This is an optimization exercise on Yosys and OpenROAD, whose aim is small area and a short achievable clock period, not a production implementation.
In this exercise RTL edits were held to simulation tests only and were not proved equivalent to the original.
Power is estimated from default activity; no workload was simulated.

File: standard.sh
#!/bin/bash
# synth_recipe.tcl (not shown) runs the flow's synth.tcl, then flattens the netlist and writes it again
# the make line also repeats each setting of config.mk as NAME=value (left out here)
make -C /OpenROAD-flow-scripts/flow DESIGN_CONFIG=/design/flow/config.mk WORK_HOME=/design/flow/orfs CLKGATE_MAP_FILE= SYNTH_SCRIPT=/design/flow/synth_recipe.tcl "${@:-finish}"
File: flow/run.sh
#!/bin/bash
# Layout flow: the standard.sh (standard ORFS flow) with these changes:
#  - port buffers are plain buf cells (buffer_ports otherwise picks slow delay cells),
#  - timing repair may resize a cell to one of another footprint,
#  - half/full adder cells are kept out (their outputs are slow; ABC maps the adder to gates),
#  - a smaller clock tree: clkbuf_4/clkbuf_8 buffers, no dummy loads.
# The complete output of the flow goes to flow_standard.log here; ORFS keeps each
# step's own log under orfs/logs.
set -euo pipefail
PLATFORM_DONT_USE=$(make -s -C "$FLOW_HOME" DESIGN_CONFIG="$PWD/config.mk" WORK_HOME="$PWD/orfs" print-DONT_USE_CELLS | sed -n 's/^DONT_USE_CELLS: //p')
EXTRA_DONT_USE="sky130_fd_sc_hd__ha_1 sky130_fd_sc_hd__ha_2 sky130_fd_sc_hd__ha_4 sky130_fd_sc_hd__fa_1 sky130_fd_sc_hd__fa_2 sky130_fd_sc_hd__fa_4"
source flow/knobs.sh
export BUFFER_PORTS_ARGS="-buffer_cell $PORT_BUF"
bash standard.sh MATCH_CELL_FOOTPRINT=0 "DONT_USE_CELLS=$PLATFORM_DONT_USE $EXTRA_DONT_USE" "CTS_ARGS=$CTS" finish > flow_standard.log 2>&1
File: design.v
module datapath(clk,readnum,vsel,loada,loadb,shift,asel,bsel,ALUop,loadc,loads,writenum,write,datapath_in,status,datapath_out);
	input [2:0] readnum,writenum;
	input clk,vsel,loada,loadb,asel,bsel,loadc,loads,write;
	input [1:0] shift,ALUop;
	input [15:0] datapath_in;
	output status;
	output [15:0] datapath_out;
	reg [15:0] R0,R1,R2,R3,R4,R5,R6,R7;
	reg [15:0] A,B,C;
	reg S;
	assign datapath_out = C;
	assign status = S;
	wire [15:0] wd = vsel ? datapath_in : C;
	always @(posedge clk) begin
		if (write && writenum==3'd0) R0 <= wd;
		if (write && writenum==3'd1) R1 <= wd;
		if (write && writenum==3'd2) R2 <= wd;
		if (write && writenum==3'd3) R3 <= wd;
		if (write && writenum==3'd4) R4 <= wd;
		if (write && writenum==3'd5) R5 <= wd;
		if (write && writenum==3'd6) R6 <= wd;
		if (write && writenum==3'd7) R7 <= wd;
	end
	wire [7:0] rs = 8'd1 << readnum;
	wire [15:0] rd = ({16{rs[0]}} & R0) | ({16{rs[1]}} & R1) | ({16{rs[2]}} & R2) | ({16{rs[3]}} & R3)
	               | ({16{rs[4]}} & R4) | ({16{rs[5]}} & R5) | ({16{rs[6]}} & R6) | ({16{rs[7]}} & R7);
	always @(posedge clk) begin
		if (loada) A <= rd;
		if (loadb) B <= rd;
	end
	reg [15:0] bs;
	always @(*) begin
		case (shift)
			2'b00: bs = B;
			2'b01: bs = {B[14:0],1'b0};
			2'b10: bs = {1'b0,B[15:1]};
			default: bs = {B[15],B[15:1]};
		endcase
	end
	wire [15:0] ain = asel ? 16'd0 : A;
	wire [15:0] bin = bsel ? {11'd0,datapath_in[4:0]} : bs;
	wire sub = ~ALUop[1] & ALUop[0];
	wire [15:0] bb = bin ^ {16{sub}};
	wire [15:0] g0 = ain & bb;
	wire [15:0] p0 = ain ^ bb;
	wire [15:0] gA, pA, gB, pB, gC, pC, gD;
	wire gin0 = g0[0] | (p0[0] & sub);
	genvar i;
	generate for (i=0;i<16;i=i+1) begin : ks
		wire gi = (i==0) ? gin0 : g0[i];
		if (i>=1) begin
			assign gA[i] = gi | (p0[i] & ((i-1==0) ? gin0 : g0[i-1]));
			assign pA[i] = p0[i] & p0[i-1];
		end else begin
			assign gA[i] = gi; assign pA[i] = p0[i];
		end
		if (i>=2) begin
			assign gB[i] = gA[i] | (pA[i] & gA[i-2]);
			assign pB[i] = pA[i] & pA[i-2];
		end else begin
			assign gB[i] = gA[i]; assign pB[i] = pA[i];
		end
		if (i>=4) begin
			assign gC[i] = gB[i] | (pB[i] & gB[i-4]);
			assign pC[i] = pB[i] & pB[i-4];
		end else begin
			assign gC[i] = gB[i]; assign pC[i] = pB[i];
		end
		if (i>=8) begin
			assign gD[i] = gC[i] | (pC[i] & gC[i-8]);
		end else begin
			assign gD[i] = gC[i];
		end
	end endgenerate
	wire [15:0] cy = {gD[14:0], sub};
	wire [15:0] sum = p0 ^ cy;
	wire [15:0] res = ALUop[1] ? (ALUop[0] ? ~bin : (ain & bin)) : sum;
	wire [15:0] kk = {ain[14:0] | bb[14:0], sub};
	wire zas = &(p0 ~^ kk);
	wire z = ALUop[1] ? (ALUop[0] ? &bin : ~|(ain & bin)) : zas;
	always @(posedge clk) begin
		if (loadc) C <= res;
		if (loads) S <= z;
	end
endmodule
File: constraint.sdc
create_clock -name core_clock -period 5.0 [get_ports {clk}]
set_input_delay 1.0000 -clock core_clock [delete_from_list [all_inputs] [get_ports {clk}]]
set_output_delay 1.0000 -clock core_clock [all_outputs]
set_load 0.01 [all_outputs]
File: flow/knobs.sh
PORT_BUF=sky130_fd_sc_hd__buf_2
CTS="-sink_clustering_enable -repair_clock_nets -dont_use_dummy_load -buf_list {sky130_fd_sc_hd__clkbuf_4 sky130_fd_sc_hd__clkbuf_8} -sink_clustering_size 20 -sink_clustering_max_diameter 60"
File: config.mk
export PLATFORM = sky130hd
export DESIGN_NAME = datapath
export DESIGN_NICKNAME = datapath
export VERILOG_FILES = /design/flow/design.v
export SDC_FILE = /design/flow/constraint.sdc
export NUM_CORES = 4
export LEC_CHECK = 0
export ABC_AREA = 1
export CAP_MARGIN = 20
export CORE_MARGIN = 2
export CORE_UTILIZATION = 55
export SETUP_SLACK_MARGIN = 2.5
export SLEW_MARGIN = 20
==> impl_metrics.yaml <==
sta:
  finalCritPeriodShare_pct: 51.6
  period_minus_slack_ps: 2580
  worstMarginPinSlew_ps: 572
  clock.fmax_mhz: 388
  rsz0062_at_grt: "true"
  max-slew-margin-rel_pct: 61.9
  setup_violations: 0
  drv_slew: 0
  setup_tns_ps: 0
  clock_skew_ps: 39.1
  finalHoldViolCount: 0
clock_network:
  h-tree-depth: 4
  cts_tree: "built"
  cts_root_buf: "clkbuf_8"
  clock_latency_ps: 470
  clock_path_buffers: 2
  clkSlewWorstSetupHoldPaths_ps: 70
  cts_buffers: 17
  cts.sinks: 177
  holdBufCountCts: 0
final_layout:
  diodes: 0
  fin_nets: 1053
  area_growth_pct: 21.2
  fin_cells: 1236
  final_area_mm2: 0.0113
  drive_gt1_share_pct: 35.4
worst_setup_path:
  slowest_delay_ps: 200
  cp-start-kind: "input pin"
  critical_path_required_ps: 5180
  cp_cell_sequence: "buf_16, nor2_8, nand2_2, nand3_4, nand2_4, nand2_4, nand2_4, nand2_4, nand2_4, nor2_4, nand2_2, inv_2, nand3b_1, nand3_1, nand2_1, nand3_2, nand2_1"
  critPathCaptureType: "flop"
  crit_arrival_ps: 2760
  cpMaxStageDelayCell: "nand3b_1"
  worstSetupPathType: "input pin to flop"
  crit_top_cell: "nand2_4"
  cp_max_fo: 5
grt:
  grt-ovfl-total: 0
  grt_pass1_wl_um: 38600
  grt_pass1_vias: 7109
  antenna_found_initial: 0
  track_usage_pct: 28.5
  grt_start_max_net_pins: 25
die:
  fp.dieH_um: 134
  num_rows: 47
  die-area_mm2: 0.0181
  coreArea_mm2: 0.0166
  die_w_um: 134
  initial_core_util_pct: 56.4
  top_level_ports: 52
route:
  wl_um: 26000
  drt-pass1-iter-count: 5
  via_count: 7317
  drc: 0
  postRouteAntennaNets: 0
  wire_per_inst_um: 21.0
  vias_per_cell: 5.92
  drt-initial-drc-count: 486
place:
  place_hpwl_um: 17400
  place_inst: 1164
  gp_congestion: 0.860
  dpl_cell_area_mm2: 0.00989
  numPortBuffers: 51
yosys:
  synth_most_common_cell: "nand2_1"
  yosys-top-cells-area: "edfxtp_1, nand2_1, nand3_1"
  netlist_instances: 910
  synth_top_area_share_pct: 56.9
  netlist-cell-type-count: 45
  ys.flop_type: "edfxtp_1"
  ys_ff_latch: 177
  syn_area_mm2: 0.00935
  yosysSeqAreaShare_pct: 56.9
  syn-num-nets: 945
  async_reset_ff_share_pct: 0
  ys_top_cells_by_count: "nand2_1, edfxtp_1, nand3_1"
  synth_area_leader_cell: "edfxtp_1"
  synth_edf_count: 177
  avgSynthCellArea_um2: 10.3
  yosys_warnings: 1
power:
  power_density_mw_per_mm2: 287
  max-vdd-ir-drop_v: 0.000343
  leakage_uw: 0.00457
  p_total_uw: 3250
worst_hold_path:
  min_path_type: "flop to flop"
flow_run:
  maxCapViolCount: 0
status:
  outcome: "finished clean"
[layout make-up]
class                           instances  area (µm²)
Sequential cell                       177        5320
Fill cell                            1269        5250
Multi-Input combinational cell        617        4160
Timing Repair Buffer                  117         941
Inverter                               87         402
Tap cell                              220         275
Clock buffer                           17         234
Timing Repair inverter                  1        8.76
[metrics by stage]
step	hold slack (ps)	util, %	setup WS [ps]
finish	582	68.3	2420
detailed placement	564	59.6	917
global placement	546	59.6	941
global route	607	68.3	2380
CTS	580	63.4	2470
floorplan	534	-	2320
[cell usage in the layout, fill, tap and decap left out, types with 5 or more instances in the layout]
master	n
nand2_1	177
o21ai_0	17
xor2_1	6
nand2_2	50
a21oi_2	6
buf_4	57
buf_2	46
edfxtp_1	177
a221oi_1	16
nor2_2	5
xnor2_1	7
o21ai_1	5
nand3_1	55
inv_2	10
a32o_1	9
a21oi_1	20
clkbuf_8	17
nor3_2	10
a22oi_1	9
nand3_4	20
mux2_2	16
nand3_2	40
nor2_4	9
nand2_4	38
inv_1	67
nor2_1	43
buf_12	7
o2111ai_1	8
o211ai_1	11
nand4_1	16
[what timing repair did]
item / 4_1_cts / 5_1_grt
resized for setup: 65 / 103
pin swaps: 11 / 60
endpoints found under the setup margin: 30 / 13
setup buffers: 15 / 35
gates cloned: 3 / 2
[sequential cells by signal (all words and copies together) (netlist names)]
signal	flops
A	16
B	16
C	16
R0	16
R1	16
R2	16
R3	16
R4	16
R5	16
R6	16
R7	16
S	1
[worst paths after layout]
| kind | slack (ps) | cells after the start | startpoint | to |
|---|---|---|---|---|
| setup / recovery | 2420 | 17 | shift[1] | C[9] |
| hold / removal | 580 | 2 | R4[7] | B[7] |
| setup reg to reg | 2710 | 17 | B[7] | C[15] |
| hold reg to reg | 580 | 2 | R4[7] | B[7] |
[power breakdown]
part           internal, µW  total, µW  switching, µW
Sequential             1730       1760           32.7
Clock                   301        739            438
Combinational           274        752            478
Total                  2300       3250            948
[worst max-delay path, delay by kind of cell]
family	cells	cell delay, ps
and+or+nand+nor	15	1530
buffers and inverters	2	210
[layer usage]
metal	GRT usage, %	vias to the layer above	part of all wire (%)	wire length (µm)
met2	50.9	282	52	13600
met3	3.51	55	5.1	1340
met4	11.4	0	3.3	865
li1	-	3416	-	-
met1	35.3	3564	39	10200
met5	0	-	0	0
[cell families (layout without fill, tap and decap cells)]
family,Yosys count,in the layout,share of synthesized area [%]
buf+inv,118,222,5.33
simple gates,478,480,26.6
compound gates,108,108,8.10
flops,177,177,56.9
xor+xnor,13,13,1.22
mux,16,16,1.93

[separate check: timing with driven ports]
The flow's constraints put no driver on any port. The routed layout listed below was extracted and timed again, unchanged, in two steps.
Step 1: set_driving_cell puts a clkbuf_16 on clk and a buf_2 on each other input, an assumption about the parent block.
Step 2 adds t to the input delays and takes it off the output delays; t is the mean of the earliest and latest rising clock arrival at the registers after step 1. Input paths then give back, and output paths get back, about the clock's delay inside the block.
a / b / c = ideal ports / drivers / drivers and shift; a / b = the first two.
shift t [ns]: 0.486
slack for setup (ns): 2.423 / 2.329 / 1.843
worst slew at a driven data input, ns: 0.22
After both steps setup and hold are still met in this run. The setup slack of this run moves by -0.094 ns with the drivers and by -0.580 ns with both steps.
